This is an optimization exercise on Yosys and OpenROAD, whose aim is small area, not a production implementation. No functional check of the RTL was part of any run shown here. Power is estimated from default activity; no workload was simulated.

==> flow/flow/run.sh <==
#!/bin/bash
# Own layout flow: the standard synthesis, then area recovery on its netlist
# (flow/downsize.py puts combinational cells that abc sized up back to drive 1;
# registers are untouched), then the standard layout from floorplan to finish,
# with a clock tree built from larger sink clusters and without dummy loads, and drive-1 port buffers.
# Each step writes its full output to its own log file in this folder.
set -euo pipefail
R=orfs/results/$FLOW_PLATFORM/systolic/base
bash standard.sh synth > synth.log 2>&1
python3 flow/downsize.py $R/1_2_yosys.v \
  $FLOW_HOME/platforms/$FLOW_PLATFORM/lib/sky130_fd_sc_hd__tt_025C_1v80.lib > downsize.log 2>&1
rm -f $R/1_synth.odb
bash standard.sh \
  CTS_ARGS="-sink_clustering_enable -repair_clock_nets -dont_use_dummy_load -sink_clustering_size 24 -sink_clustering_max_diameter 120" \
  BUFFER_PORTS_ARGS="-buffer_cell sky130_fd_sc_hd__buf_1" \
  finish > layout.log 2>&1
==> flow/flow/downsize.py <==
#!/usr/bin/env python3
"""Area recovery on the synthesised netlist: every combinational cell that abc
sized up (drive strength 2 or more) goes back to its drive-1 variant when the
library has one.  Flip-flops, buffers and adder cells are left as they are; the
layout's own repair steps size cells up again where timing needs it."""
import re
import sys

net, lib = sys.argv[1], sys.argv[2]
cells = set(re.findall(r'cell\s*\(\s*"?(sky130_fd_sc_hd__\w+?)"?\s*\)', open(lib).read()))
keep = re.compile(r"sky130_fd_sc_hd__(df|edf|sdf|dl|buf|clk|fa_|ha_|conb|tap|fill|decap|diode)")
text = open(net).read()
count = {}


def sub(m):
    name = m.group(0)
    if keep.match(name):
        return name
    base, drive = m.group(1), m.group(2)
    small = f"{base}_1"
    if drive not in ("1", "0") and small in cells:
        count[name] = count.get(name, 0) + 1
        return small
    return name


text = re.sub(r"\b(sky130_fd_sc_hd__\w+?)_(\d+)\b", sub, text)
open(net, "w").write(text)
for k, v in sorted(count.items()):
    print(f"{k} -> _1: {v}")
==> flow/standard.sh <==
#!/bin/bash
# synth_recipe.tcl (not shown) runs the flow's synth.tcl, then flattens the netlist and writes it again
# the make line also repeats each setting of config.mk as NAME=value (left out here)
make -C /OpenROAD-flow-scripts/flow DESIGN_CONFIG=/design/flow/config.mk WORK_HOME=/design/flow/orfs CLKGATE_MAP_FILE= SYNTH_SCRIPT=/design/flow/synth_recipe.tcl "${@:-finish}"
==> flow/config.mk <==
export PLATFORM = sky130hd
export DESIGN_NAME = systolic
export DESIGN_NICKNAME = systolic
export VERILOG_FILES = /design/flow/design.v
export SDC_FILE = /design/flow/constraint.sdc
export NUM_CORES = 4
export LEC_CHECK = 0
export CAP_MARGIN = 20
export CORE_MARGIN = 2
export CORE_UTILIZATION = 55
export GPL_TIMING_DRIVEN = 0
export PLACE_DENSITY = 0.7
export SLEW_MARGIN = 20
export SYNTH_HIERARCHICAL = 1
export SYNTH_MINIMUM_KEEP_SIZE = 0
==> flow/constraint.sdc <==
create_clock -name core_clock -period 8.0 [get_ports {CLK}]
set_input_delay 1.6000 -clock core_clock [delete_from_list [all_inputs] [get_ports {CLK}]]
set_output_delay 1.6000 -clock core_clock [all_outputs]
set_load 0.01 [all_outputs]
==> flow/design.v <==
module mac_o15 (
    input  [7:0]  a,
    input  [7:0]  w,
    input  [23:0] p,
    output        co,    
    output [15:0] y0
);
wire one0 = w[0];
wire two0 = w[1] & ~w[0];
wire neg0 = w[1];
wire one1, two1;
benc e1 (.hi(w[3]), .mid(w[2]), .lo(w[1]), .one(one1), .two(two1));
wire neg1 = w[3];
wire one2, two2;
benc e2 (.hi(w[5]), .mid(w[4]), .lo(w[3]), .one(one2), .two(two2));
wire neg2 = w[5];
wire one3, two3;
benc e3 (.hi(w[7]), .mid(w[6]), .lo(w[5]), .one(one3), .two(two3));
wire neg3 = w[7];
wire x0_0;
bpp0 p0_0 (.one(one0), .neg(neg0), .a1(a[0]), .x(x0_0));
wire x0_1;
bpp p0_1 (.one(one0), .two(two0), .neg(neg0), .a1(a[1]), .a0(a[0]), .x(x0_1));
wire x0_2;
bpp p0_2 (.one(one0), .two(two0), .neg(neg0), .a1(a[2]), .a0(a[1]), .x(x0_2));
wire x0_3;
bpp p0_3 (.one(one0), .two(two0), .neg(neg0), .a1(a[3]), .a0(a[2]), .x(x0_3));
wire x0_4;
bpp p0_4 (.one(one0), .two(two0), .neg(neg0), .a1(a[4]), .a0(a[3]), .x(x0_4));
wire x0_5;
bpp p0_5 (.one(one0), .two(two0), .neg(neg0), .a1(a[5]), .a0(a[4]), .x(x0_5));
wire x0_6;
bpp p0_6 (.one(one0), .two(two0), .neg(neg0), .a1(a[6]), .a0(a[5]), .x(x0_6));
wire x0_7;
bpp p0_7 (.one(one0), .two(two0), .neg(neg0), .a1(a[7]), .a0(a[6]), .x(x0_7));
wire x0_8;
bpp8 p0_8 (.one(one0), .two(two0), .neg(neg0), .a1(a[7]), .x(x0_8));
wire x1_0;
bpp0 p1_0 (.one(one1), .neg(neg1), .a1(a[0]), .x(x1_0));
wire x1_1;
bpp p1_1 (.one(one1), .two(two1), .neg(neg1), .a1(a[1]), .a0(a[0]), .x(x1_1));
wire x1_2;
bpp p1_2 (.one(one1), .two(two1), .neg(neg1), .a1(a[2]), .a0(a[1]), .x(x1_2));
wire x1_3;
bpp p1_3 (.one(one1), .two(two1), .neg(neg1), .a1(a[3]), .a0(a[2]), .x(x1_3));
wire x1_4;
bpp p1_4 (.one(one1), .two(two1), .neg(neg1), .a1(a[4]), .a0(a[3]), .x(x1_4));
wire x1_5;
bpp p1_5 (.one(one1), .two(two1), .neg(neg1), .a1(a[5]), .a0(a[4]), .x(x1_5));
wire x1_6;
bpp p1_6 (.one(one1), .two(two1), .neg(neg1), .a1(a[6]), .a0(a[5]), .x(x1_6));
wire x1_7;
bpp p1_7 (.one(one1), .two(two1), .neg(neg1), .a1(a[7]), .a0(a[6]), .x(x1_7));
wire x1_8;
bpp8 p1_8 (.one(one1), .two(two1), .neg(neg1), .a1(a[7]), .x(x1_8));
wire x2_0;
bpp0 p2_0 (.one(one2), .neg(neg2), .a1(a[0]), .x(x2_0));
wire x2_1;
bpp p2_1 (.one(one2), .two(two2), .neg(neg2), .a1(a[1]), .a0(a[0]), .x(x2_1));
wire x2_2;
bpp p2_2 (.one(one2), .two(two2), .neg(neg2), .a1(a[2]), .a0(a[1]), .x(x2_2));
wire x2_3;
bpp p2_3 (.one(one2), .two(two2), .neg(neg2), .a1(a[3]), .a0(a[2]), .x(x2_3));
wire x2_4;
bpp p2_4 (.one(one2), .two(two2), .neg(neg2), .a1(a[4]), .a0(a[3]), .x(x2_4));
wire x2_5;
bpp p2_5 (.one(one2), .two(two2), .neg(neg2), .a1(a[5]), .a0(a[4]), .x(x2_5));
wire x2_6;
bpp p2_6 (.one(one2), .two(two2), .neg(neg2), .a1(a[6]), .a0(a[5]), .x(x2_6));
wire x2_7;
bpp p2_7 (.one(one2), .two(two2), .neg(neg2), .a1(a[7]), .a0(a[6]), .x(x2_7));
wire x2_8;
bpp8 p2_8 (.one(one2), .two(two2), .neg(neg2), .a1(a[7]), .x(x2_8));
wire x3_0;
bpp0 p3_0 (.one(one3), .neg(neg3), .a1(a[0]), .x(x3_0));
wire x3_1;
bpp p3_1 (.one(one3), .two(two3), .neg(neg3), .a1(a[1]), .a0(a[0]), .x(x3_1));
wire x3_2;
bpp p3_2 (.one(one3), .two(two3), .neg(neg3), .a1(a[2]), .a0(a[1]), .x(x3_2));
wire x3_3;
bpp p3_3 (.one(one3), .two(two3), .neg(neg3), .a1(a[3]), .a0(a[2]), .x(x3_3));
wire x3_4;
bpp p3_4 (.one(one3), .two(two3), .neg(neg3), .a1(a[4]), .a0(a[3]), .x(x3_4));
wire x3_5;
bpp p3_5 (.one(one3), .two(two3), .neg(neg3), .a1(a[5]), .a0(a[4]), .x(x3_5));
wire x3_6;
bpp p3_6 (.one(one3), .two(two3), .neg(neg3), .a1(a[6]), .a0(a[5]), .x(x3_6));
wire x3_7;
bpp p3_7 (.one(one3), .two(two3), .neg(neg3), .a1(a[7]), .a0(a[6]), .x(x3_7));
wire x3_8;
bpp8 p3_8 (.one(one3), .two(two3), .neg(neg3), .a1(a[7]), .x(x3_8));
wire c0;
fa u0 (.a(neg0), .b(p[0]), .ci(x0_0), .s(y0[0]), .co(c0));
wire c1;
fa u1 (.a(p[1]), .b(x0_1), .ci(c0), .s(y0[1]), .co(c1));
wire s2, c2;
fa u2 (.a(neg1), .b(p[2]), .ci(x0_2), .s(s2), .co(c2));
wire c3;
fa u3 (.a(x1_0), .b(s2), .ci(c1), .s(y0[2]), .co(c3));
wire s4, c4;
fa u4 (.a(p[3]), .b(x0_3), .ci(x1_1), .s(s4), .co(c4));
wire c5;
fa u5 (.a(c2), .b(s4), .ci(c3), .s(y0[3]), .co(c5));
wire s6, c6;
fa u6 (.a(neg2), .b(p[4]), .ci(x0_4), .s(s6), .co(c6));
wire s7, c7;
fa u7 (.a(x1_2), .b(x2_0), .ci(c4), .s(s7), .co(c7));
wire c8;
fa u8 (.a(s6), .b(s7), .ci(c5), .s(y0[4]), .co(c8));
wire s9, c9;
fa u9 (.a(p[5]), .b(x0_5), .ci(x1_3), .s(s9), .co(c9));
wire s10, c10;
fa u10 (.a(x2_1), .b(c6), .ci(s9), .s(s10), .co(c10));
wire c11;
fa u11 (.a(c7), .b(s10), .ci(c8), .s(y0[5]), .co(c11));
wire s12, c12;
fa u12 (.a(neg3), .b(p[6]), .ci(x0_6), .s(s12), .co(c12));
wire s13, c13;
fa u13 (.a(x1_4), .b(x2_2), .ci(x3_0), .s(s13), .co(c13));
wire s14, c14;
fa u14 (.a(c9), .b(s12), .ci(s13), .s(s14), .co(c14));
wire c15;
fa u15 (.a(c10), .b(s14), .ci(c11), .s(y0[6]), .co(c15));
wire s16, c16;
fa u16 (.a(p[7]), .b(x0_7), .ci(x1_5), .s(s16), .co(c16));
wire s17, c17;
fa u17 (.a(x2_3), .b(x3_1), .ci(c12), .s(s17), .co(c17));
wire s18, c18;
fa u18 (.a(c13), .b(s16), .ci(c14), .s(s18), .co(c18));
wire c19;
fa u19 (.a(s17), .b(s18), .ci(c15), .s(y0[7]), .co(c19));
wire s20, c20;
fa u20 (.a(p[8]), .b(x0_8), .ci(x1_6), .s(s20), .co(c20));
wire s21, c21;
fa u21 (.a(x2_4), .b(x3_2), .ci(c16), .s(s21), .co(c21));
wire s22, c22;
fa u22 (.a(s20), .b(c17), .ci(s21), .s(s22), .co(c22));
wire c23;
fa u23 (.a(c18), .b(s22), .ci(c19), .s(y0[8]), .co(c23));
wire s24, c24;
fa u24 (.a(p[9]), .b(x1_7), .ci(x2_5), .s(s24), .co(c24));
wire s25, c25;
fa u25 (.a(x3_3), .b(c20), .ci(s24), .s(s25), .co(c25));
wire s26, c26;
fa u26 (.a(c21), .b(s25), .ci(c22), .s(s26), .co(c26));
wire c27;
ha u27 (.a(s26), .b(c23), .s(y0[9]), .co(c27));
wire s28, c28;
fa u28 (.a(p[10]), .b(x1_8), .ci(x2_6), .s(s28), .co(c28));
wire s29, c29;
fa u29 (.a(x3_4), .b(c24), .ci(s28), .s(s29), .co(c29));
wire s30, c30;
fa u30 (.a(c25), .b(s29), .ci(c26), .s(s30), .co(c30));
wire c31;
ha u31 (.a(s30), .b(c27), .s(y0[10]), .co(c31));
wire s32, c32;
fa u32 (.a(p[11]), .b(x2_7), .ci(x3_5), .s(s32), .co(c32));
wire s33, c33;
fa u33 (.a(c28), .b(s32), .ci(c29), .s(s33), .co(c33));
wire c34;
fa u34 (.a(s33), .b(c30), .ci(c31), .s(y0[11]), .co(c34));
wire s35, c35;
fa u35 (.a(p[12]), .b(x2_8), .ci(x3_6), .s(s35), .co(c35));
wire s36, c36;
fa u36 (.a(c32), .b(s35), .ci(c33), .s(s36), .co(c36));
wire c37;
ha u37 (.a(s36), .b(c34), .s(y0[12]), .co(c37));
wire s38, c38;
fa u38 (.a(p[13]), .b(x3_7), .ci(c35), .s(s38), .co(c38));
wire c39;
fa u39 (.a(s38), .b(c36), .ci(c37), .s(y0[13]), .co(c39));
wire s40, c40;
fa u40 (.a(p[14]), .b(x3_8), .ci(c38), .s(s40), .co(c40));
wire c41;
ha u41 (.a(s40), .b(c39), .s(y0[14]), .co(c41));
fa u42 (.a(p[15]), .b(c40), .ci(c41), .s(y0[15]), .co(co));
endmodule
module mac_o19_i16 (
    input  [7:0]  a,
    input  [7:0]  w,
    input         ci,    
    input  [23:0] p,
    output        co,    
    output [19:0] y0
);
wire one0 = w[0];
wire two0 = w[1] & ~w[0];
wire neg0 = w[1];
wire one1, two1;
benc e1 (.hi(w[3]), .mid(w[2]), .lo(w[1]), .one(one1), .two(two1));
wire neg1 = w[3];
wire one2, two2;
benc e2 (.hi(w[5]), .mid(w[4]), .lo(w[3]), .one(one2), .two(two2));
wire neg2 = w[5];
wire one3, two3;
benc e3 (.hi(w[7]), .mid(w[6]), .lo(w[5]), .one(one3), .two(two3));
wire neg3 = w[7];
wire x0_0;
bpp0 p0_0 (.one(one0), .neg(neg0), .a1(a[0]), .x(x0_0));
wire x0_1;
bpp p0_1 (.one(one0), .two(two0), .neg(neg0), .a1(a[1]), .a0(a[0]), .x(x0_1));
wire x0_2;
bpp p0_2 (.one(one0), .two(two0), .neg(neg0), .a1(a[2]), .a0(a[1]), .x(x0_2));
wire x0_3;
bpp p0_3 (.one(one0), .two(two0), .neg(neg0), .a1(a[3]), .a0(a[2]), .x(x0_3));
wire x0_4;
bpp p0_4 (.one(one0), .two(two0), .neg(neg0), .a1(a[4]), .a0(a[3]), .x(x0_4));
wire x0_5;
bpp p0_5 (.one(one0), .two(two0), .neg(neg0), .a1(a[5]), .a0(a[4]), .x(x0_5));
wire x0_6;
bpp p0_6 (.one(one0), .two(two0), .neg(neg0), .a1(a[6]), .a0(a[5]), .x(x0_6));
wire x0_7;
bpp p0_7 (.one(one0), .two(two0), .neg(neg0), .a1(a[7]), .a0(a[6]), .x(x0_7));
wire x0_8;
bpp8 p0_8 (.one(one0), .two(two0), .neg(neg0), .a1(a[7]), .x(x0_8));
wire x1_0;
bpp0 p1_0 (.one(one1), .neg(neg1), .a1(a[0]), .x(x1_0));
wire x1_1;
bpp p1_1 (.one(one1), .two(two1), .neg(neg1), .a1(a[1]), .a0(a[0]), .x(x1_1));
wire x1_2;
bpp p1_2 (.one(one1), .two(two1), .neg(neg1), .a1(a[2]), .a0(a[1]), .x(x1_2));
wire x1_3;
bpp p1_3 (.one(one1), .two(two1), .neg(neg1), .a1(a[3]), .a0(a[2]), .x(x1_3));
wire x1_4;
bpp p1_4 (.one(one1), .two(two1), .neg(neg1), .a1(a[4]), .a0(a[3]), .x(x1_4));
wire x1_5;
bpp p1_5 (.one(one1), .two(two1), .neg(neg1), .a1(a[5]), .a0(a[4]), .x(x1_5));
wire x1_6;
bpp p1_6 (.one(one1), .two(two1), .neg(neg1), .a1(a[6]), .a0(a[5]), .x(x1_6));
wire x1_7;
bpp p1_7 (.one(one1), .two(two1), .neg(neg1), .a1(a[7]), .a0(a[6]), .x(x1_7));
wire x1_8;
bpp8 p1_8 (.one(one1), .two(two1), .neg(neg1), .a1(a[7]), .x(x1_8));
wire x2_0;
bpp0 p2_0 (.one(one2), .neg(neg2), .a1(a[0]), .x(x2_0));
wire x2_1;
bpp p2_1 (.one(one2), .two(two2), .neg(neg2), .a1(a[1]), .a0(a[0]), .x(x2_1));
wire x2_2;
bpp p2_2 (.one(one2), .two(two2), .neg(neg2), .a1(a[2]), .a0(a[1]), .x(x2_2));
wire x2_3;
bpp p2_3 (.one(one2), .two(two2), .neg(neg2), .a1(a[3]), .a0(a[2]), .x(x2_3));
wire x2_4;
bpp p2_4 (.one(one2), .two(two2), .neg(neg2), .a1(a[4]), .a0(a[3]), .x(x2_4));
wire x2_5;
bpp p2_5 (.one(one2), .two(two2), .neg(neg2), .a1(a[5]), .a0(a[4]), .x(x2_5));
wire x2_6;
bpp p2_6 (.one(one2), .two(two2), .neg(neg2), .a1(a[6]), .a0(a[5]), .x(x2_6));
wire x2_7;
bpp p2_7 (.one(one2), .two(two2), .neg(neg2), .a1(a[7]), .a0(a[6]), .x(x2_7));
wire x2_8;
bpp8 p2_8 (.one(one2), .two(two2), .neg(neg2), .a1(a[7]), .x(x2_8));
wire x3_0;
bpp0 p3_0 (.one(one3), .neg(neg3), .a1(a[0]), .x(x3_0));
wire x3_1;
bpp p3_1 (.one(one3), .two(two3), .neg(neg3), .a1(a[1]), .a0(a[0]), .x(x3_1));
wire x3_2;
bpp p3_2 (.one(one3), .two(two3), .neg(neg3), .a1(a[2]), .a0(a[1]), .x(x3_2));
wire x3_3;
bpp p3_3 (.one(one3), .two(two3), .neg(neg3), .a1(a[3]), .a0(a[2]), .x(x3_3));
wire x3_4;
bpp p3_4 (.one(one3), .two(two3), .neg(neg3), .a1(a[4]), .a0(a[3]), .x(x3_4));
wire x3_5;
bpp p3_5 (.one(one3), .two(two3), .neg(neg3), .a1(a[5]), .a0(a[4]), .x(x3_5));
wire x3_6;
bpp p3_6 (.one(one3), .two(two3), .neg(neg3), .a1(a[6]), .a0(a[5]), .x(x3_6));
wire x3_7;
bpp p3_7 (.one(one3), .two(two3), .neg(neg3), .a1(a[7]), .a0(a[6]), .x(x3_7));
wire x3_8;
bpp8 p3_8 (.one(one3), .two(two3), .neg(neg3), .a1(a[7]), .x(x3_8));
wire c0;
fa u0 (.a(neg0), .b(p[0]), .ci(x0_0), .s(y0[0]), .co(c0));
wire c1;
fa u1 (.a(p[1]), .b(x0_1), .ci(c0), .s(y0[1]), .co(c1));
wire s2, c2;
fa u2 (.a(neg1), .b(p[2]), .ci(x0_2), .s(s2), .co(c2));
wire c3;
fa u3 (.a(x1_0), .b(s2), .ci(c1), .s(y0[2]), .co(c3));
wire s4, c4;
fa u4 (.a(p[3]), .b(x0_3), .ci(x1_1), .s(s4), .co(c4));
wire c5;
fa u5 (.a(c2), .b(s4), .ci(c3), .s(y0[3]), .co(c5));
wire s6, c6;
fa u6 (.a(neg2), .b(p[4]), .ci(x0_4), .s(s6), .co(c6));
wire s7, c7;
fa u7 (.a(x1_2), .b(x2_0), .ci(c4), .s(s7), .co(c7));
wire c8;
fa u8 (.a(s6), .b(s7), .ci(c5), .s(y0[4]), .co(c8));
wire s9, c9;
fa u9 (.a(p[5]), .b(x0_5), .ci(x1_3), .s(s9), .co(c9));
wire s10, c10;
fa u10 (.a(x2_1), .b(c6), .ci(s9), .s(s10), .co(c10));
wire c11;
fa u11 (.a(c7), .b(s10), .ci(c8), .s(y0[5]), .co(c11));
wire s12, c12;
fa u12 (.a(neg3), .b(p[6]), .ci(x0_6), .s(s12), .co(c12));
wire s13, c13;
fa u13 (.a(x1_4), .b(x2_2), .ci(x3_0), .s(s13), .co(c13));
wire s14, c14;
fa u14 (.a(c9), .b(s12), .ci(s13), .s(s14), .co(c14));
wire c15;
fa u15 (.a(c10), .b(s14), .ci(c11), .s(y0[6]), .co(c15));
wire s16, c16;
fa u16 (.a(p[7]), .b(x0_7), .ci(x1_5), .s(s16), .co(c16));
wire s17, c17;
fa u17 (.a(x2_3), .b(x3_1), .ci(c12), .s(s17), .co(c17));
wire s18, c18;
fa u18 (.a(c13), .b(s16), .ci(c14), .s(s18), .co(c18));
wire c19;
fa u19 (.a(s17), .b(s18), .ci(c15), .s(y0[7]), .co(c19));
wire s20, c20;
fa u20 (.a(p[8]), .b(x0_8), .ci(x1_6), .s(s20), .co(c20));
wire s21, c21;
fa u21 (.a(x2_4), .b(x3_2), .ci(c16), .s(s21), .co(c21));
wire s22, c22;
fa u22 (.a(s20), .b(c17), .ci(s21), .s(s22), .co(c22));
wire c23;
fa u23 (.a(c18), .b(s22), .ci(c19), .s(y0[8]), .co(c23));
wire s24, c24;
fa u24 (.a(p[9]), .b(x1_7), .ci(x2_5), .s(s24), .co(c24));
wire s25, c25;
fa u25 (.a(x3_3), .b(c20), .ci(s24), .s(s25), .co(c25));
wire s26, c26;
fa u26 (.a(c21), .b(s25), .ci(c22), .s(s26), .co(c26));
wire c27;
ha u27 (.a(s26), .b(c23), .s(y0[9]), .co(c27));
wire s28, c28;
fa u28 (.a(p[10]), .b(x1_8), .ci(x2_6), .s(s28), .co(c28));
wire s29, c29;
fa u29 (.a(x3_4), .b(c24), .ci(s28), .s(s29), .co(c29));
wire s30, c30;
fa u30 (.a(c25), .b(s29), .ci(c26), .s(s30), .co(c30));
wire c31;
ha u31 (.a(s30), .b(c27), .s(y0[10]), .co(c31));
wire s32, c32;
fa u32 (.a(p[11]), .b(x2_7), .ci(x3_5), .s(s32), .co(c32));
wire s33, c33;
fa u33 (.a(c28), .b(s32), .ci(c29), .s(s33), .co(c33));
wire c34;
fa u34 (.a(s33), .b(c30), .ci(c31), .s(y0[11]), .co(c34));
wire s35, c35;
fa u35 (.a(p[12]), .b(x2_8), .ci(x3_6), .s(s35), .co(c35));
wire s36, c36;
fa u36 (.a(c32), .b(s35), .ci(c33), .s(s36), .co(c36));
wire c37;
ha u37 (.a(s36), .b(c34), .s(y0[12]), .co(c37));
wire s38, c38;
fa u38 (.a(p[13]), .b(x3_7), .ci(c35), .s(s38), .co(c38));
wire c39;
fa u39 (.a(s38), .b(c36), .ci(c37), .s(y0[13]), .co(c39));
wire s40, c40;
fa u40 (.a(p[14]), .b(x3_8), .ci(c38), .s(s40), .co(c40));
wire c41;
ha u41 (.a(s40), .b(c39), .s(y0[14]), .co(c41));
wire c42;
fa u42 (.a(p[15]), .b(c40), .ci(c41), .s(y0[15]), .co(c42));
wire c43;
fa u43 (.a(p[16]), .b(ci), .ci(c42), .s(y0[16]), .co(c43));
wire c44;
ha u44 (.a(p[17]), .b(c43), .s(y0[17]), .co(c44));
wire c45;
ha u45 (.a(p[18]), .b(c44), .s(y0[18]), .co(c45));
ha u46 (.a(p[19]), .b(c45), .s(y0[19]), .co(co));
endmodule
module mac_o15_i20 (
    input  [7:0]  a,
    input  [7:0]  w,
    input         ci,    
    input  [23:0] p,
    output        co,    
    output [15:0] y0,
    output [23:20] y1
);
wire one0 = w[0];
wire two0 = w[1] & ~w[0];
wire neg0 = w[1];
wire one1, two1;
benc e1 (.hi(w[3]), .mid(w[2]), .lo(w[1]), .one(one1), .two(two1));
wire neg1 = w[3];
wire one2, two2;
benc e2 (.hi(w[5]), .mid(w[4]), .lo(w[3]), .one(one2), .two(two2));
wire neg2 = w[5];
wire one3, two3;
benc e3 (.hi(w[7]), .mid(w[6]), .lo(w[5]), .one(one3), .two(two3));
wire neg3 = w[7];
wire x0_0;
bpp0 p0_0 (.one(one0), .neg(neg0), .a1(a[0]), .x(x0_0));
wire x0_1;
bpp p0_1 (.one(one0), .two(two0), .neg(neg0), .a1(a[1]), .a0(a[0]), .x(x0_1));
wire x0_2;
bpp p0_2 (.one(one0), .two(two0), .neg(neg0), .a1(a[2]), .a0(a[1]), .x(x0_2));
wire x0_3;
bpp p0_3 (.one(one0), .two(two0), .neg(neg0), .a1(a[3]), .a0(a[2]), .x(x0_3));
wire x0_4;
bpp p0_4 (.one(one0), .two(two0), .neg(neg0), .a1(a[4]), .a0(a[3]), .x(x0_4));
wire x0_5;
bpp p0_5 (.one(one0), .two(two0), .neg(neg0), .a1(a[5]), .a0(a[4]), .x(x0_5));
wire x0_6;
bpp p0_6 (.one(one0), .two(two0), .neg(neg0), .a1(a[6]), .a0(a[5]), .x(x0_6));
wire x0_7;
bpp p0_7 (.one(one0), .two(two0), .neg(neg0), .a1(a[7]), .a0(a[6]), .x(x0_7));
wire x0_8;
bpp8 p0_8 (.one(one0), .two(two0), .neg(neg0), .a1(a[7]), .x(x0_8));
wire x1_0;
bpp0 p1_0 (.one(one1), .neg(neg1), .a1(a[0]), .x(x1_0));
wire x1_1;
bpp p1_1 (.one(one1), .two(two1), .neg(neg1), .a1(a[1]), .a0(a[0]), .x(x1_1));
wire x1_2;
bpp p1_2 (.one(one1), .two(two1), .neg(neg1), .a1(a[2]), .a0(a[1]), .x(x1_2));
wire x1_3;
bpp p1_3 (.one(one1), .two(two1), .neg(neg1), .a1(a[3]), .a0(a[2]), .x(x1_3));
wire x1_4;
bpp p1_4 (.one(one1), .two(two1), .neg(neg1), .a1(a[4]), .a0(a[3]), .x(x1_4));
wire x1_5;
bpp p1_5 (.one(one1), .two(two1), .neg(neg1), .a1(a[5]), .a0(a[4]), .x(x1_5));
wire x1_6;
bpp p1_6 (.one(one1), .two(two1), .neg(neg1), .a1(a[6]), .a0(a[5]), .x(x1_6));
wire x1_7;
bpp p1_7 (.one(one1), .two(two1), .neg(neg1), .a1(a[7]), .a0(a[6]), .x(x1_7));
wire x1_8;
bpp8 p1_8 (.one(one1), .two(two1), .neg(neg1), .a1(a[7]), .x(x1_8));
wire x2_0;
bpp0 p2_0 (.one(one2), .neg(neg2), .a1(a[0]), .x(x2_0));
wire x2_1;
bpp p2_1 (.one(one2), .two(two2), .neg(neg2), .a1(a[1]), .a0(a[0]), .x(x2_1));
wire x2_2;
bpp p2_2 (.one(one2), .two(two2), .neg(neg2), .a1(a[2]), .a0(a[1]), .x(x2_2));
wire x2_3;
bpp p2_3 (.one(one2), .two(two2), .neg(neg2), .a1(a[3]), .a0(a[2]), .x(x2_3));
wire x2_4;
bpp p2_4 (.one(one2), .two(two2), .neg(neg2), .a1(a[4]), .a0(a[3]), .x(x2_4));
wire x2_5;
bpp p2_5 (.one(one2), .two(two2), .neg(neg2), .a1(a[5]), .a0(a[4]), .x(x2_5));
wire x2_6;
bpp p2_6 (.one(one2), .two(two2), .neg(neg2), .a1(a[6]), .a0(a[5]), .x(x2_6));
wire x2_7;
bpp p2_7 (.one(one2), .two(two2), .neg(neg2), .a1(a[7]), .a0(a[6]), .x(x2_7));
wire x2_8;
bpp8 p2_8 (.one(one2), .two(two2), .neg(neg2), .a1(a[7]), .x(x2_8));
wire x3_0;
bpp0 p3_0 (.one(one3), .neg(neg3), .a1(a[0]), .x(x3_0));
wire x3_1;
bpp p3_1 (.one(one3), .two(two3), .neg(neg3), .a1(a[1]), .a0(a[0]), .x(x3_1));
wire x3_2;
bpp p3_2 (.one(one3), .two(two3), .neg(neg3), .a1(a[2]), .a0(a[1]), .x(x3_2));
wire x3_3;
bpp p3_3 (.one(one3), .two(two3), .neg(neg3), .a1(a[3]), .a0(a[2]), .x(x3_3));
wire x3_4;
bpp p3_4 (.one(one3), .two(two3), .neg(neg3), .a1(a[4]), .a0(a[3]), .x(x3_4));
wire x3_5;
bpp p3_5 (.one(one3), .two(two3), .neg(neg3), .a1(a[5]), .a0(a[4]), .x(x3_5));
wire x3_6;
bpp p3_6 (.one(one3), .two(two3), .neg(neg3), .a1(a[6]), .a0(a[5]), .x(x3_6));
wire x3_7;
bpp p3_7 (.one(one3), .two(two3), .neg(neg3), .a1(a[7]), .a0(a[6]), .x(x3_7));
wire x3_8;
bpp8 p3_8 (.one(one3), .two(two3), .neg(neg3), .a1(a[7]), .x(x3_8));
wire c0;
fa u0 (.a(neg0), .b(p[0]), .ci(x0_0), .s(y0[0]), .co(c0));
wire c1;
fa u1 (.a(p[1]), .b(x0_1), .ci(c0), .s(y0[1]), .co(c1));
wire s2, c2;
fa u2 (.a(neg1), .b(p[2]), .ci(x0_2), .s(s2), .co(c2));
wire c3;
fa u3 (.a(x1_0), .b(s2), .ci(c1), .s(y0[2]), .co(c3));
wire s4, c4;
fa u4 (.a(p[3]), .b(x0_3), .ci(x1_1), .s(s4), .co(c4));
wire c5;
fa u5 (.a(c2), .b(s4), .ci(c3), .s(y0[3]), .co(c5));
wire s6, c6;
fa u6 (.a(neg2), .b(p[4]), .ci(x0_4), .s(s6), .co(c6));
wire s7, c7;
fa u7 (.a(x1_2), .b(x2_0), .ci(c4), .s(s7), .co(c7));
wire c8;
fa u8 (.a(s6), .b(s7), .ci(c5), .s(y0[4]), .co(c8));
wire s9, c9;
fa u9 (.a(p[5]), .b(x0_5), .ci(x1_3), .s(s9), .co(c9));
wire s10, c10;
fa u10 (.a(x2_1), .b(c6), .ci(s9), .s(s10), .co(c10));
wire c11;
fa u11 (.a(c7), .b(s10), .ci(c8), .s(y0[5]), .co(c11));
wire s12, c12;
fa u12 (.a(neg3), .b(p[6]), .ci(x0_6), .s(s12), .co(c12));
wire s13, c13;
fa u13 (.a(x1_4), .b(x2_2), .ci(x3_0), .s(s13), .co(c13));
wire s14, c14;
fa u14 (.a(c9), .b(s12), .ci(s13), .s(s14), .co(c14));
wire c15;
fa u15 (.a(c10), .b(s14), .ci(c11), .s(y0[6]), .co(c15));
wire s16, c16;
fa u16 (.a(p[7]), .b(x0_7), .ci(x1_5), .s(s16), .co(c16));
wire s17, c17;
fa u17 (.a(x2_3), .b(x3_1), .ci(c12), .s(s17), .co(c17));
wire s18, c18;
fa u18 (.a(c13), .b(s16), .ci(c14), .s(s18), .co(c18));
wire c19;
fa u19 (.a(s17), .b(s18), .ci(c15), .s(y0[7]), .co(c19));
wire s20, c20;
fa u20 (.a(p[8]), .b(x0_8), .ci(x1_6), .s(s20), .co(c20));
wire s21, c21;
fa u21 (.a(x2_4), .b(x3_2), .ci(c16), .s(s21), .co(c21));
wire s22, c22;
fa u22 (.a(s20), .b(c17), .ci(s21), .s(s22), .co(c22));
wire c23;
fa u23 (.a(c18), .b(s22), .ci(c19), .s(y0[8]), .co(c23));
wire s24, c24;
fa u24 (.a(p[9]), .b(x1_7), .ci(x2_5), .s(s24), .co(c24));
wire s25, c25;
fa u25 (.a(x3_3), .b(c20), .ci(s24), .s(s25), .co(c25));
wire s26, c26;
fa u26 (.a(c21), .b(s25), .ci(c22), .s(s26), .co(c26));
wire c27;
ha u27 (.a(s26), .b(c23), .s(y0[9]), .co(c27));
wire s28, c28;
fa u28 (.a(p[10]), .b(x1_8), .ci(x2_6), .s(s28), .co(c28));
wire s29, c29;
fa u29 (.a(x3_4), .b(c24), .ci(s28), .s(s29), .co(c29));
wire s30, c30;
fa u30 (.a(c25), .b(s29), .ci(c26), .s(s30), .co(c30));
wire c31;
ha u31 (.a(s30), .b(c27), .s(y0[10]), .co(c31));
wire s32, c32;
fa u32 (.a(p[11]), .b(x2_7), .ci(x3_5), .s(s32), .co(c32));
wire s33, c33;
fa u33 (.a(c28), .b(s32), .ci(c29), .s(s33), .co(c33));
wire c34;
fa u34 (.a(s33), .b(c30), .ci(c31), .s(y0[11]), .co(c34));
wire s35, c35;
fa u35 (.a(p[12]), .b(x2_8), .ci(x3_6), .s(s35), .co(c35));
wire s36, c36;
fa u36 (.a(c32), .b(s35), .ci(c33), .s(s36), .co(c36));
wire c37;
ha u37 (.a(s36), .b(c34), .s(y0[12]), .co(c37));
wire s38, c38;
fa u38 (.a(p[13]), .b(x3_7), .ci(c35), .s(s38), .co(c38));
wire c39;
fa u39 (.a(s38), .b(c36), .ci(c37), .s(y0[13]), .co(c39));
wire s40, c40;
fa u40 (.a(p[14]), .b(x3_8), .ci(c38), .s(s40), .co(c40));
wire c41;
ha u41 (.a(s40), .b(c39), .s(y0[14]), .co(c41));
fa u42 (.a(p[15]), .b(c40), .ci(c41), .s(y0[15]), .co(co));
wire c43;
ha u43 (.a(p[20]), .b(ci), .s(y1[20]), .co(c43));
wire c44;
ha u44 (.a(p[21]), .b(c43), .s(y1[21]), .co(c44));
wire c45;
ha u45 (.a(p[22]), .b(c44), .s(y1[22]), .co(c45));
wire s46 = p[23] ^ c45;
assign y1[23] = s46;   
endmodule
module mac_i16_k (
    input  [7:0]  a,
    input  [7:0]  w,
    input         ci,    
    input  [23:0] p,
    output [23:0] y0
);
wire one0 = w[0];
wire two0 = w[1] & ~w[0];
wire neg0 = w[1];
wire one1, two1;
benc e1 (.hi(w[3]), .mid(w[2]), .lo(w[1]), .one(one1), .two(two1));
wire neg1 = w[3];
wire one2, two2;
benc e2 (.hi(w[5]), .mid(w[4]), .lo(w[3]), .one(one2), .two(two2));
wire neg2 = w[5];
wire one3, two3;
benc e3 (.hi(w[7]), .mid(w[6]), .lo(w[5]), .one(one3), .two(two3));
wire neg3 = w[7];
wire x0_0;
bpp0 p0_0 (.one(one0), .neg(neg0), .a1(a[0]), .x(x0_0));
wire x0_1;
bpp p0_1 (.one(one0), .two(two0), .neg(neg0), .a1(a[1]), .a0(a[0]), .x(x0_1));
wire x0_2;
bpp p0_2 (.one(one0), .two(two0), .neg(neg0), .a1(a[2]), .a0(a[1]), .x(x0_2));
wire x0_3;
bpp p0_3 (.one(one0), .two(two0), .neg(neg0), .a1(a[3]), .a0(a[2]), .x(x0_3));
wire x0_4;
bpp p0_4 (.one(one0), .two(two0), .neg(neg0), .a1(a[4]), .a0(a[3]), .x(x0_4));
wire x0_5;
bpp p0_5 (.one(one0), .two(two0), .neg(neg0), .a1(a[5]), .a0(a[4]), .x(x0_5));
wire x0_6;
bpp p0_6 (.one(one0), .two(two0), .neg(neg0), .a1(a[6]), .a0(a[5]), .x(x0_6));
wire x0_7;
bpp p0_7 (.one(one0), .two(two0), .neg(neg0), .a1(a[7]), .a0(a[6]), .x(x0_7));
wire x0_8;
bpp8 p0_8 (.one(one0), .two(two0), .neg(neg0), .a1(a[7]), .x(x0_8));
wire x1_0;
bpp0 p1_0 (.one(one1), .neg(neg1), .a1(a[0]), .x(x1_0));
wire x1_1;
bpp p1_1 (.one(one1), .two(two1), .neg(neg1), .a1(a[1]), .a0(a[0]), .x(x1_1));
wire x1_2;
bpp p1_2 (.one(one1), .two(two1), .neg(neg1), .a1(a[2]), .a0(a[1]), .x(x1_2));
wire x1_3;
bpp p1_3 (.one(one1), .two(two1), .neg(neg1), .a1(a[3]), .a0(a[2]), .x(x1_3));
wire x1_4;
bpp p1_4 (.one(one1), .two(two1), .neg(neg1), .a1(a[4]), .a0(a[3]), .x(x1_4));
wire x1_5;
bpp p1_5 (.one(one1), .two(two1), .neg(neg1), .a1(a[5]), .a0(a[4]), .x(x1_5));
wire x1_6;
bpp p1_6 (.one(one1), .two(two1), .neg(neg1), .a1(a[6]), .a0(a[5]), .x(x1_6));
wire x1_7;
bpp p1_7 (.one(one1), .two(two1), .neg(neg1), .a1(a[7]), .a0(a[6]), .x(x1_7));
wire x1_8;
bpp8 p1_8 (.one(one1), .two(two1), .neg(neg1), .a1(a[7]), .x(x1_8));
wire x2_0;
bpp0 p2_0 (.one(one2), .neg(neg2), .a1(a[0]), .x(x2_0));
wire x2_1;
bpp p2_1 (.one(one2), .two(two2), .neg(neg2), .a1(a[1]), .a0(a[0]), .x(x2_1));
wire x2_2;
bpp p2_2 (.one(one2), .two(two2), .neg(neg2), .a1(a[2]), .a0(a[1]), .x(x2_2));
wire x2_3;
bpp p2_3 (.one(one2), .two(two2), .neg(neg2), .a1(a[3]), .a0(a[2]), .x(x2_3));
wire x2_4;
bpp p2_4 (.one(one2), .two(two2), .neg(neg2), .a1(a[4]), .a0(a[3]), .x(x2_4));
wire x2_5;
bpp p2_5 (.one(one2), .two(two2), .neg(neg2), .a1(a[5]), .a0(a[4]), .x(x2_5));
wire x2_6;
bpp p2_6 (.one(one2), .two(two2), .neg(neg2), .a1(a[6]), .a0(a[5]), .x(x2_6));
wire x2_7;
bpp p2_7 (.one(one2), .two(two2), .neg(neg2), .a1(a[7]), .a0(a[6]), .x(x2_7));
wire x2_8;
bpp8 p2_8 (.one(one2), .two(two2), .neg(neg2), .a1(a[7]), .x(x2_8));
wire x3_0;
bpp0 p3_0 (.one(one3), .neg(neg3), .a1(a[0]), .x(x3_0));
wire x3_1;
bpp p3_1 (.one(one3), .two(two3), .neg(neg3), .a1(a[1]), .a0(a[0]), .x(x3_1));
wire x3_2;
bpp p3_2 (.one(one3), .two(two3), .neg(neg3), .a1(a[2]), .a0(a[1]), .x(x3_2));
wire x3_3;
bpp p3_3 (.one(one3), .two(two3), .neg(neg3), .a1(a[3]), .a0(a[2]), .x(x3_3));
wire x3_4;
bpp p3_4 (.one(one3), .two(two3), .neg(neg3), .a1(a[4]), .a0(a[3]), .x(x3_4));
wire x3_5;
bpp p3_5 (.one(one3), .two(two3), .neg(neg3), .a1(a[5]), .a0(a[4]), .x(x3_5));
wire x3_6;
bpp p3_6 (.one(one3), .two(two3), .neg(neg3), .a1(a[6]), .a0(a[5]), .x(x3_6));
wire x3_7;
bpp p3_7 (.one(one3), .two(two3), .neg(neg3), .a1(a[7]), .a0(a[6]), .x(x3_7));
wire x3_8;
bpp8 p3_8 (.one(one3), .two(two3), .neg(neg3), .a1(a[7]), .x(x3_8));
wire c0;
fa u0 (.a(neg0), .b(p[0]), .ci(x0_0), .s(y0[0]), .co(c0));
wire c1;
fa u1 (.a(p[1]), .b(x0_1), .ci(c0), .s(y0[1]), .co(c1));
wire s2, c2;
fa u2 (.a(neg1), .b(p[2]), .ci(x0_2), .s(s2), .co(c2));
wire c3;
fa u3 (.a(x1_0), .b(s2), .ci(c1), .s(y0[2]), .co(c3));
wire s4, c4;
fa u4 (.a(p[3]), .b(x0_3), .ci(x1_1), .s(s4), .co(c4));
wire c5;
fa u5 (.a(c2), .b(s4), .ci(c3), .s(y0[3]), .co(c5));
wire s6, c6;
fa u6 (.a(neg2), .b(p[4]), .ci(x0_4), .s(s6), .co(c6));
wire s7, c7;
fa u7 (.a(x1_2), .b(x2_0), .ci(c4), .s(s7), .co(c7));
wire c8;
fa u8 (.a(s6), .b(s7), .ci(c5), .s(y0[4]), .co(c8));
wire s9, c9;
fa u9 (.a(p[5]), .b(x0_5), .ci(x1_3), .s(s9), .co(c9));
wire s10, c10;
fa u10 (.a(x2_1), .b(c6), .ci(s9), .s(s10), .co(c10));
wire c11;
fa u11 (.a(c7), .b(s10), .ci(c8), .s(y0[5]), .co(c11));
wire s12, c12;
fa u12 (.a(neg3), .b(p[6]), .ci(x0_6), .s(s12), .co(c12));
wire s13, c13;
fa u13 (.a(x1_4), .b(x2_2), .ci(x3_0), .s(s13), .co(c13));
wire s14, c14;
fa u14 (.a(c9), .b(s12), .ci(s13), .s(s14), .co(c14));
wire c15;
fa u15 (.a(c10), .b(s14), .ci(c11), .s(y0[6]), .co(c15));
wire s16, c16;
fa u16 (.a(p[7]), .b(x0_7), .ci(x1_5), .s(s16), .co(c16));
wire s17, c17;
fa u17 (.a(x2_3), .b(x3_1), .ci(c12), .s(s17), .co(c17));
wire s18, c18;
fa u18 (.a(c13), .b(s16), .ci(c14), .s(s18), .co(c18));
wire c19;
fa u19 (.a(s17), .b(s18), .ci(c15), .s(y0[7]), .co(c19));
wire s20, c20;
fa u20 (.a(p[8]), .b(x0_8), .ci(x1_6), .s(s20), .co(c20));
wire s21, c21;
fa u21 (.a(x2_4), .b(x3_2), .ci(c16), .s(s21), .co(c21));
wire s22, c22;
fa u22 (.a(s20), .b(c17), .ci(s21), .s(s22), .co(c22));
wire c23;
fa u23 (.a(c18), .b(s22), .ci(c19), .s(y0[8]), .co(c23));
wire s24, c24;
fa u24 (.a(p[9]), .b(x1_7), .ci(x2_5), .s(s24), .co(c24));
wire s25, c25;
fa u25 (.a(x3_3), .b(c20), .ci(s24), .s(s25), .co(c25));
wire s26, c26;
fa u26 (.a(c21), .b(s25), .ci(c22), .s(s26), .co(c26));
wire c27;
ha u27 (.a(s26), .b(c23), .s(y0[9]), .co(c27));
wire s28, c28;
fa u28 (.a(p[10]), .b(x1_8), .ci(x2_6), .s(s28), .co(c28));
wire s29, c29;
fa u29 (.a(x3_4), .b(c24), .ci(s28), .s(s29), .co(c29));
wire s30, c30;
fa u30 (.a(c25), .b(s29), .ci(c26), .s(s30), .co(c30));
wire c31;
ha u31 (.a(s30), .b(c27), .s(y0[10]), .co(c31));
wire s32 = ~(p[11] ^ x2_7);
wire c32 = p[11] | x2_7;
wire s33, c33;
fa u33 (.a(x3_5), .b(s32), .ci(c28), .s(s33), .co(c33));
wire s34, c34;
fa u34 (.a(c29), .b(s33), .ci(c30), .s(s34), .co(c34));
wire c35;
ha u35 (.a(s34), .b(c31), .s(y0[11]), .co(c35));
wire s36 = ~(p[12] ^ x2_8);
wire c36 = p[12] | x2_8;
wire s37, c37;
fa u37 (.a(x3_6), .b(c32), .ci(s36), .s(s37), .co(c37));
wire s38, c38;
fa u38 (.a(s37), .b(c33), .ci(c34), .s(s38), .co(c38));
wire c39;
ha u39 (.a(s38), .b(c35), .s(y0[12]), .co(c39));
wire s40, c40;
fa u40 (.a(p[13]), .b(x3_7), .ci(c36), .s(s40), .co(c40));
wire s41, c41;
fa u41 (.a(c37), .b(s40), .ci(c38), .s(s41), .co(c41));
wire c42;
ha u42 (.a(s41), .b(c39), .s(y0[13]), .co(c42));
wire s43 = ~(p[14] ^ x3_8);
wire c43 = p[14] | x3_8;
wire s44, c44;
fa u44 (.a(s43), .b(c40), .ci(c41), .s(s44), .co(c44));
wire c45;
ha u45 (.a(s44), .b(c42), .s(y0[14]), .co(c45));
wire s46, c46;
fa u46 (.a(p[15]), .b(c43), .ci(c44), .s(s46), .co(c46));
wire c47;
ha u47 (.a(s46), .b(c45), .s(y0[15]), .co(c47));
wire s48 = ~(p[16] ^ ci);
wire c48 = p[16] | ci;
wire c49;
fa u49 (.a(s48), .b(c46), .ci(c47), .s(y0[16]), .co(c49));
wire c50;
fa u50 (.a(p[17]), .b(c48), .ci(c49), .s(y0[17]), .co(c50));
wire s51 = ~(p[18] ^ c50);
wire c51 = p[18] | c50;
assign y0[18] = s51;   
wire s52 = ~(p[19] ^ c51);
wire c52 = p[19] | c51;
assign y0[19] = s52;   
wire s53 = ~(p[20] ^ c52);
wire c53 = p[20] | c52;
assign y0[20] = s53;   
wire s54 = ~(p[21] ^ c53);
wire c54 = p[21] | c53;
assign y0[21] = s54;   
wire s55 = ~(p[22] ^ c54);
wire c55 = p[22] | c54;
assign y0[22] = s55;   
wire s56 = ~(p[23] ^ c55);
wire c56 = p[23] | c55;
assign y0[23] = s56;   
endmodule
module fa (input a, input b, input ci, output s, output co);
assign s = a ^ b ^ ci;
assign co = (a & b) | (a & ci) | (b & ci);
endmodule
module ha (input a, input b, output s, output co);
assign s = a ^ b;
assign co = a & b;
endmodule
module benc (input hi, input mid, input lo, output one, output two);
assign one = mid ^ lo;
assign two = (hi & ~mid & ~lo) | (~hi & mid & lo);
endmodule
module bpp (input one, input two, input neg, input a1, input a0, output x);
assign x = ((one & a1) | (two & a0)) ^ neg;
endmodule
module bpp0 (input one, input neg, input a1, output x);
assign x = (one & a1) ^ neg;
endmodule
module bpp8 (input one, input two, input neg, input a1, output x);
assign x = ~(((one | two) & a1) ^ neg);
endmodule
module systolic(
    input CLK,
    input [8*8-1:0] i_Data_I_In,
    input [4*8-1:0] i_Data_W_In,
    input [4-1:0] i_EN_W_In,
    input [3-1:0] i_EN_ID_In,
    input [4*24-1:0] i_Psum_In,
    output [4*24-1:0] o_Psum_Out,
    input  [4*16-1:0] i_Addr_P_In,
    input  [4*1-1:0] i_Valid_P_In,
    output [4*16-1:0] o_Addr_P_Out,
    output [4*1-1:0] o_Valid_P_Out
);
reg [8*8*3-1:0]  i_q;     
reg [8*7*4-1:0]  w_q;     
reg [7*4-1:0]    e_q;     
reg [3*7-1:0]    id_q;    
reg [8*8*4-1:0]  wb_q;    
reg [24*8*4-1:0] p_q;     
reg [16*8*4-1:0] a_q;     
reg [8*4-1:0]    v_q;     
reg [8*4-1:0]    d_q;     
genvar c, r;
generate
    for (r = 0; r < 8 - 1; r = r + 1) begin : idp
        if (r == 0) begin : g0
            always @(posedge CLK) id_q[2:0] <= i_EN_ID_In;
        end else begin : gn
            always @(posedge CLK) id_q[3*r +: 3] <= id_q[3*(r-1) +: 3];
        end
    end
    for (c = 0; c < 4; c = c + 1) begin : col
        for (r = 0; r < 8; r = r + 1) begin : row
            wire [7:0]  a_in;
            wire [7:0]  w_in;
            wire        e_in;
            wire [2:0]  id_in;
            wire [23:0] p_in;
            wire [15:0] ad_in;
            wire        v_in;
            wire [23:0] sum;
            if (c == 0) begin : g_a0
                assign a_in = i_Data_I_In[8*r +: 8];
            end else begin : g_an
                assign a_in = i_q[8*(8*(c-1)+r) +: 8];
            end
            if (r == 0) begin : g_r0
                assign w_in  = i_Data_W_In[8*c +: 8];
                assign e_in  = i_EN_W_In[c];
                assign id_in = i_EN_ID_In;
                assign p_in  = i_Psum_In[24*c +: 24];
                assign ad_in = i_Addr_P_In[16*c +: 16];
                assign v_in  = i_Valid_P_In[c];
            end else begin : g_rn
                assign w_in  = w_q[8*(7*c+r-1) +: 8];
                assign e_in  = e_q[7*c+r-1];
                assign id_in = id_q[3*(r-1) +: 3];
                assign p_in  = p_q[24*(8*c+r-1) +: 24];
                assign ad_in = a_q[16*(8*c+r-1) +: 16];
                assign v_in  = v_q[8*c+r-1];
            end
            if (r == 0) begin : g_m0
                wire co;
                mac_o15 u_mac (.a(a_in), .w(wb_q[8*(8*c+r) +: 8]), .p(p_in), .co(co), .y0(sum[15:0]));
                always @(posedge CLK) d_q[8*c+r] <= co;
                assign sum[23:16] = p_in[23:16];
            end
            if (r == 1) begin : g_m1
                wire co;
                mac_o19_i16 u_mac (.a(a_in), .w(wb_q[8*(8*c+r) +: 8]), .p(p_in), .ci(d_q[8*c+r-1]), .co(co), .y0(sum[19:0]));
                always @(posedge CLK) d_q[8*c+r] <= co;
                assign sum[23:20] = p_in[23:20];
            end
            if (r == 2) begin : g_m2
                wire co;
                mac_o15_i20 u_mac (.a(a_in), .w(wb_q[8*(8*c+r) +: 8]), .p(p_in), .ci(d_q[8*c+r-1]), .co(co), .y0(sum[15:0]), .y1(sum[23:20]));
                always @(posedge CLK) d_q[8*c+r] <= co;
                assign sum[19:16] = p_in[19:16];
            end
            if (r == 3) begin : g_m3
                wire co;
                mac_o19_i16 u_mac (.a(a_in), .w(wb_q[8*(8*c+r) +: 8]), .p(p_in), .ci(d_q[8*c+r-1]), .co(co), .y0(sum[19:0]));
                always @(posedge CLK) d_q[8*c+r] <= co;
                assign sum[23:20] = p_in[23:20];
            end
            if (r == 4) begin : g_m4
                wire co;
                mac_o15_i20 u_mac (.a(a_in), .w(wb_q[8*(8*c+r) +: 8]), .p(p_in), .ci(d_q[8*c+r-1]), .co(co), .y0(sum[15:0]), .y1(sum[23:20]));
                always @(posedge CLK) d_q[8*c+r] <= co;
                assign sum[19:16] = p_in[19:16];
            end
            if (r == 5) begin : g_m5
                wire co;
                mac_o19_i16 u_mac (.a(a_in), .w(wb_q[8*(8*c+r) +: 8]), .p(p_in), .ci(d_q[8*c+r-1]), .co(co), .y0(sum[19:0]));
                always @(posedge CLK) d_q[8*c+r] <= co;
                assign sum[23:20] = p_in[23:20];
            end
            if (r == 6) begin : g_m6
                wire co;
                mac_o15_i20 u_mac (.a(a_in), .w(wb_q[8*(8*c+r) +: 8]), .p(p_in), .ci(d_q[8*c+r-1]), .co(co), .y0(sum[15:0]), .y1(sum[23:20]));
                always @(posedge CLK) d_q[8*c+r] <= co;
                assign sum[19:16] = p_in[19:16];
            end
            if (r == 7) begin : g_m7
                mac_i16_k u_mac (.a(a_in), .w(wb_q[8*(8*c+r) +: 8]), .p(p_in), .ci(d_q[8*c+r-1]), .y0(sum[23:0]));
            end
            if (r < 8 - 1) begin : g_wp
                always @(posedge CLK) begin
                    w_q[8*(7*c+r) +: 8] <= w_in;
                    e_q[7*c+r] <= e_in;
                end
            end
            if (c < 4 - 1) begin : g_i
                always @(posedge CLK) i_q[8*(8*c+r) +: 8] <= a_in;
            end
            always @(posedge CLK) begin
                if (e_in && (id_in == r))
                    wb_q[8*(8*c+r) +: 8] <= w_in;
                p_q[24*(8*c+r) +: 24] <= sum;
                a_q[16*(8*c+r) +: 16] <= ad_in;
                v_q[8*c+r] <= v_in;
            end
        end
        assign o_Psum_Out[24*c +: 24]  = p_q[24*(8*c+7) +: 24];
        assign o_Addr_P_Out[16*c +: 16] = a_q[16*(8*c+7) +: 16];
        assign o_Valid_P_Out[c]         = v_q[8*c+7];
    end
endgenerate
endmodule
==> flow_metrics.py, run 1 <==
metrics = {
    "setup_path": {
        "critPathKind": "primary input to flip-flop",
        "r2r_cells": 22,
        "crit_fanout": 9,
        "reg2reg_from": "wb_q[72]$_DFFE_PP_",
        "rr_endpoint": "p_q[235]$_DFF_P_",
        "cp-startpoint": "i_Data_I_In[26]",
        "worstSetupEndpointType": "flip-flop",
        "critPathCapture": "p_q[91]$_DFF_P_",
        "critPathLaunchType": "primary input",
        "ff2ff_setup_slack_ns": 0.27,
        "arrival_ns": 8.44,
        "cp.required_ns": 8.62,
    },
    "finish": {
        "fin_cells": 9426,
        "mostFrequentLayoutCells": "dfxtp_1, fa_1, xnor2_1, a22oi_1, buf_1",
        "multi_input_area_um2": 49720,
        "register_area_um2": 43820,
        "synthToLayoutAreaGrowth_pct": 8.455,
        "drive_gt1_frac": 0.05437,
        "fillers": 13390,
        "final_util": 0.5988,
        "layout_commonest_cell": "dfxtp_1",
        "nets": 8974,
    },
    "global_route": {
        "grt-ovfl-total": 0,
        "antenna_found_initial": 0,
        "grt_max_degree": 25,
        "grt_pass1_vias": 52340,
        "grt_usage": 0.1980,
        "grt_pass1_wl_um": 279000,
    },
    "logic_synthesis": {
        "syn_area_per_cell_um2": 14.41,
        "netlist_area_um2": 94400,
        "synthCells": 6549,
        "synth_fp_nets": 8329,
        "ys_warn_count": 7,
    },
    "die": {
        "die_area_um2": 175000,
        "ios": 432,
        "die_y_um": 418.3,
        "start_util": 0.5521,
        "die_w_um": 418.3,
        "rows": 152,
        "core_area_um2": 171000,
    },
    "routing": {
        "first_pass_iters": 5,
        "vias": 49720,
        "vias_per_cell": 5.275,
        "drcViolationCount": 0,
        "drt-total-wl_um": 172700,
        "ant_nets": 0,
        "wire_per_inst_um": 18.32,
        "drt_iter0_markers": 2504,
    },
    "place": {
        "pre_cts_ws_ns": -1.100,
        "place_inst": 9218,
        "dp_hpwl_um": 135700,
        "gp_congestion": 0.8764,
        "numPortBuffers": 431,
    },
    "timing": {
        "setup_viol": 0,
        "setup-tns-final_ns": 0,
        "max_slew_margin": 0.4753,
        "slew_violations": 0,
        "rsz0062_at_grt": "true",
        "period_needed_ns": 7.823,
        "hold_violations": 0,
        "clock_skew_ns": 0.05835,
        "clock.fmax_mhz": 127.8,
        "tightest_slew_ns": 0.7844,
        "setup_ws_ns": 0.1771,
        "fin_crit_sh": 0.9779,
    },
    "outcome": {
        "status": "finished clean",
    },
    "min_path": {
        "hold_class": "flip-flop to flip-flop",
    },
    "clocking": {
        "clk_pin_slew_ns": 0.08,
        "clock_sinks": 2061,
        "cts_tree": "done",
        "cts_buffer_depth": 3,
        "cts_buffers": 95,
        "clk_latency_ns": 0.76,
        "cts_max_level": 3,
        "clockRootBuffer": "clkbuf_16",
    },
    "flow_run": {
        "max-cap-violations": 0,
    },
    "power": {
        "power.density_nw_per_um2": 346.9,
        "peakVddDrop_uv": 220.4,
        "power_leakage_nw": 38.60,
        "finalPower_mw": 35.52,
    },
}
## registers in the layout (all words and copies together), names as in the netlist
| name | count |
|---|---|
| a_q | 512 |
| d_q | 28 |
| e_q | 28 |
| i_q | 192 |
| id_q | 21 |
| p_q | 768 |
| v_q | 32 |
| w_q | 224 |
| wb_q | 256 |
## repair_timing
action | CTS | global route
endpoints found under the setup margin | 25 | 47
setup buffers | 45 | 67
pin swaps | 0 | 8
hold endpoints to repair | 0 | 0
hold buffers | 0 | 0
gates resized for setup | 5 | 68
## worst min path at each step
stage / start / end / slack [ns] / cells after the start
finish: a_q[472]$_DFF_P_ / a_q[488]$_DFF_P_ / 0.30 / 0
global route: a_q[472]$_DFF_P_ / a_q[488]$_DFF_P_ / 0.31 / 0
CTS: a_q[472]$_DFF_P_ / a_q[488]$_DFF_P_ / 0.30 / 0
detailed placement: a_q[24]$_DFF_P_ / a_q[40]$_DFF_P_ / 0.31 / 0
global placement: a_q[348]$_DFF_P_ / a_q[364]$_DFF_P_ / 0.31 / 0
floorplan: a_q[84]$_DFF_P_ / a_q[100]$_DFF_P_ / 0.31 / 0
## metrics by stage
step                      hold WS (ns)  area [um^2]
after detailed placement        0.3121        98910
after floorplan                 0.3096        94430
after global routing            0.3103       102400
after global placement          0.3095        98840
after CTS                       0.3013       101600
final                           0.3048       102400
## layout make-up
cell class | count | share of cell area
multi-input combinational | 4280 | 0.4856
sequential | 2061 | 0.4280
tap | 2233 | 0.02729
timing repair buffer | 548 | 0.02453
clock buffer | 95 | 0.02322
buffer | 100 | 0.007333
inverter | 108 | 0.003960
antenna | 1 | 0.00002444
## per-layer routing
layer,track usage,share of wire,routed length [um],up-vias
met1,0.2822,0.47,80590,25000
met2,0.3291,0.47,82020,1093
li1,-,-,-,23480
met5,0,0,0,-
met3,0.02280,0.043,7508,152
met4,0.04100,0.015,2561,0
## report_power, final
part / total [mW] / leakage (nW) / switching [mW] / internal [mW]
registers: 14.7 / 17.6 / 1.42 / 13.3
clock network: 5.12 / 1.17 / 3.00 / 2.12
logic: 15.7 / 19.9 / 8.01 / 7.69
## worst max-delay path, cell delays in order
cell,delay (ns)
buf_1,0.33
a22oi_1,0.18
xnor2_1,0.22
fa_1,0.47
fa_1,0.42
fa_1,0.40
fa_1,0.39
fa_1,0.40
fa_2,0.36
fa_2,0.35
fa_1,0.37
ha_1,0.19
ha_1,0.19
fa_1,0.36
ha_1,0.20
fa_1,0.39
ha_1,0.21
fa_1,0.38
fa_1,0.39
ha_1,0.20
ha_1,0.18
ha_1,0.26
==> run 2, diff against run 1 <==
--- a/flow/config.mk
+++ b/flow/config.mk
@@ -10,3 +10,3 @@
 export CORE_UTILIZATION = 55
-export GPL_TIMING_DRIVEN = 0
+export GPL_TIMING_DRIVEN = 1
 export PLACE_DENSITY = 0.7
==> flow_metrics.py, run 2 <==
metrics = {
    "setup_path": {
        "crit_top_cell": "fa_1",
        "cp_cell_sequence": "buf_1, nand2_1, xnor2_1, fa_2, fa_1, fa_1, fa_1, fa_1, fa_1, fa_2, fa_2, fa_1, ha_1, ha_1, fa_1, ha_1, fa_1, ha_1, fa_1, fa_1, ha_1, ha_1, ha_1",
        "path_buf_inv": 1,
        "cp-startpoint": "i_Data_I_In[8]",
        "ff2ff_setup_slack_ns": 0.32,
        "worstSetupEndpointType": "flip-flop",
        "slowest_stage": "fa_1",
        "r2r_cells": 22,
        "cp.required_ns": 8.61,
        "cp_top_family": "adder cells",
        "critPathKind": "primary input to flip-flop",
        "critPathMaxStageDelay_ns": 0.44,
        "crit_fanout": 2,
        "arrival_ns": 8.34,
        "critPathLaunchType": "primary input",
        "rr_endpoint": "p_q[619]$_DFF_P_",
        "reg2reg_from": "wb_q[200]$_DFFE_PP_",
    },
    "min_path": {
        "hold_depth": 0,
        "hold_start": "a_q[488]$_DFF_P_",
        "whs_endpoint": "a_q[504]$_DFF_P_",
        "hold_class": "flip-flop to flip-flop",
    },
    "routing": {
        "first_pass_iters": 7,
        "ant_nets": 0,
        "drcViolationCount": 0,
        "vias": 49920,
        "drt-total-wl_um": 179700,
        "vias_per_cell": 5.289,
        "drt_iter0_markers": 2423,
        "wire_per_inst_um": 19.03,
    },
    "clocking": {
        "cts_buffers": 95,
        "clk_pin_slew_ns": 0.08,
        "cts_buffer_depth": 3,
        "clock_sinks": 2061,
        "cts_tree": "done",
        "clk_latency_ns": 0.77,
        "ctsHoldBuffers": 0,
        "clockRootBuffer": "clkbuf_16",
        "cts_max_level": 3,
    },
    "timing": {
        "clock.fmax_mhz": 129.3,
        "period_needed_ns": 7.736,
        "max_slew_margin": 0.3595,
        "slew_violations": 0,
        "tightest_slew_ns": 0.9583,
        "hold_violations": 0,
        "fin_crit_sh": 0.9670,
        "clock_skew_ns": 0.06569,
        "setup_viol": 0,
        "setup-tns-final_ns": 0,
        "whs_ns": 0.2753,
    },
    "logic_synthesis": {
        "syn_area_per_cell_um2": 14.41,
        "synthCells": 6549,
        "ys_warn_count": 7,
        "netlist_area_um2": 94400,
        "synth_fp_nets": 8329,
    },
    "die": {
        "die_area_um2": 175000,
        "ios": 432,
        "core_area_um2": 171000,
        "rows": 152,
        "start_util": 0.5521,
        "die_w_um": 418.3,
        "die_y_um": 418.3,
    },
    "outcome": {
        "status": "finished clean",
    },
    "finish": {
        "layout_commonest_cell": "dfxtp_1",
        "multi_input_area_um2": 49500,
        "mostFrequentLayoutCells": "dfxtp_1, fa_1, xnor2_1, a22oi_1, buf_1",
        "nets": 8986,
        "largest_reg_flops": 768,
        "top_regs": "p_q x768, a_q x512, wb_q x256",
        "fillers": 13450,
        "register_area_um2": 43820,
        "top_register": "p_q",
        "drive_gt1_frac": 0.04789,
        "synthToLayoutAreaGrowth_pct": 8.302,
    },
    "place": {
        "gp_congestion": 0.9106,
        "numPortBuffers": 431,
        "dp_hpwl_um": 143900,
    },
    "power": {
        "peakVddDrop_uv": 191.1,
        "power.density_nw_per_um2": 348.2,
        "power_leakage_nw": 38.57,
        "finalPower_mw": 35.60,
    },
    "global_route": {
        "grt_usage": 0.2075,
        "grt_pass1_vias": 52870,
        "grt-ovfl-total": 0,
        "antenna_found_initial": 5,
        "grt_max_degree": 25,
        "grt_pass1_wl_um": 288800,
    },
    "flow_run": {
        "max-cap-violations": 0,
    },
}
run 2: cell types whose count changed in the layout (fill, tap and decap cells not counted), sizes merged:
cell    delta
buf       +22
diode      +1
clkbuf    -10
run 2: where the power goes:
part | switching, mW | internal (mW) | leakage, nW | total [mW]
logic | 8.14 | 7.64 | 19.8 | 15.8
clock network | 3.00 | 2.12 | 1.17 | 5.11
registers | 1.43 | 13.3 | 17.6 | 14.7
run 2: how the worst max path moves through the flow:
stage	endpoint	depth (start not counted)	slack (ns)
after detailed placement	p_q[191]$_DFF_P_	28	-0.63
final	p_q[43]$_DFF_P_	23	0.26
after floorplan	p_q[191]$_DFF_P_	28	-0.03
after global routing	p_q[190]$_DFF_P_	28	-0.006
after global placement	p_q[191]$_DFF_P_	28	-0.56
after CTS	p_q[190]$_DFF_P_	28	0.15
run 2: through the flow:
stage	cells	setup slack, ns	utilization	cell area, um^2
5_1_grt	9438	-0.005870	0.5980	102200
4_1_cts	9432	0.1504	0.5976	102200
2_1_floorplan	6549	-0.03239	-	94430
6_report	9439	0.2641	0.5980	102200
3_5_place_dp	9337	-0.6337	0.5837	99800
3_3_place_gp	9337	-0.5562	0.5837	99800
run 2: layer usage:
| layer | global-route usage | up-vias | part of all wire | wire length (um) |
|---|---|---|---|---|
| li1 | - | 23530 | - | - |
| met4 | 0.04834 | 6 | 0.018 | 3145 |
| met3 | 0.02623 | 183 | 0.044 | 7886 |
| met2 | 0.3479 | 1045 | 0.48 | 86790 |
| met1 | 0.2892 | 25160 | 0.46 | 81820 |
| met5 | 0 | - | 0.00019 | 34 |
run 2: final cells by class:
type | instances | area share
multi-input cells | 4280 | 0.4841
flip-flops and latches | 2061 | 0.4286
repair buffers | 660 | 0.03264
well taps | 2233 | 0.02733
clock buffers | 95 | 0.02325
inverters | 108 | 0.003965
diodes | 2 | 0.00004895
run 2: what timing repair did:
| action | 4_1_cts | 5_1_grt |
|---|---|---|
| gates resized for setup | 0 | 4 |
| setup buffers | 0 | 5 |
| endpoints found under the setup margin | 0 | 6 |

what the ideal ports hide:
The results above use ideal ports. As a check the final layouts listed here were re-extracted and re-timed, cells and wires unchanged.
Step 1 sets driving cells, clkbuf_16 on the clock port and buf_2 on the other inputs (assumed; they add their load-dependent delay and slew).
Step 2 times the ports against the registers' clock, not the clock port: input delays grow and output delays shrink by t, the midpoint of the rising clock arrivals with the driver on.
Slacks: ideal ports / drivers / drivers and shift; pairs: ideal ports / drivers.
| run | shift t [ns] | setup WS [ns] | worst setup path after step 2 |
|---|---|---|---|
| run 1 | 0.829 | 0.177 / 0.204 / -0.625 | input to register |
| run 2 | 0.823 | 0.264 / 0.311 / -0.512 | input to register |
With both steps, setup timing fails in run 1 and run 2, where it was met with ideal ports. The setup slack of run 1, which loses most, moves by +0.027 ns with the drivers and by -0.802 ns with both steps.
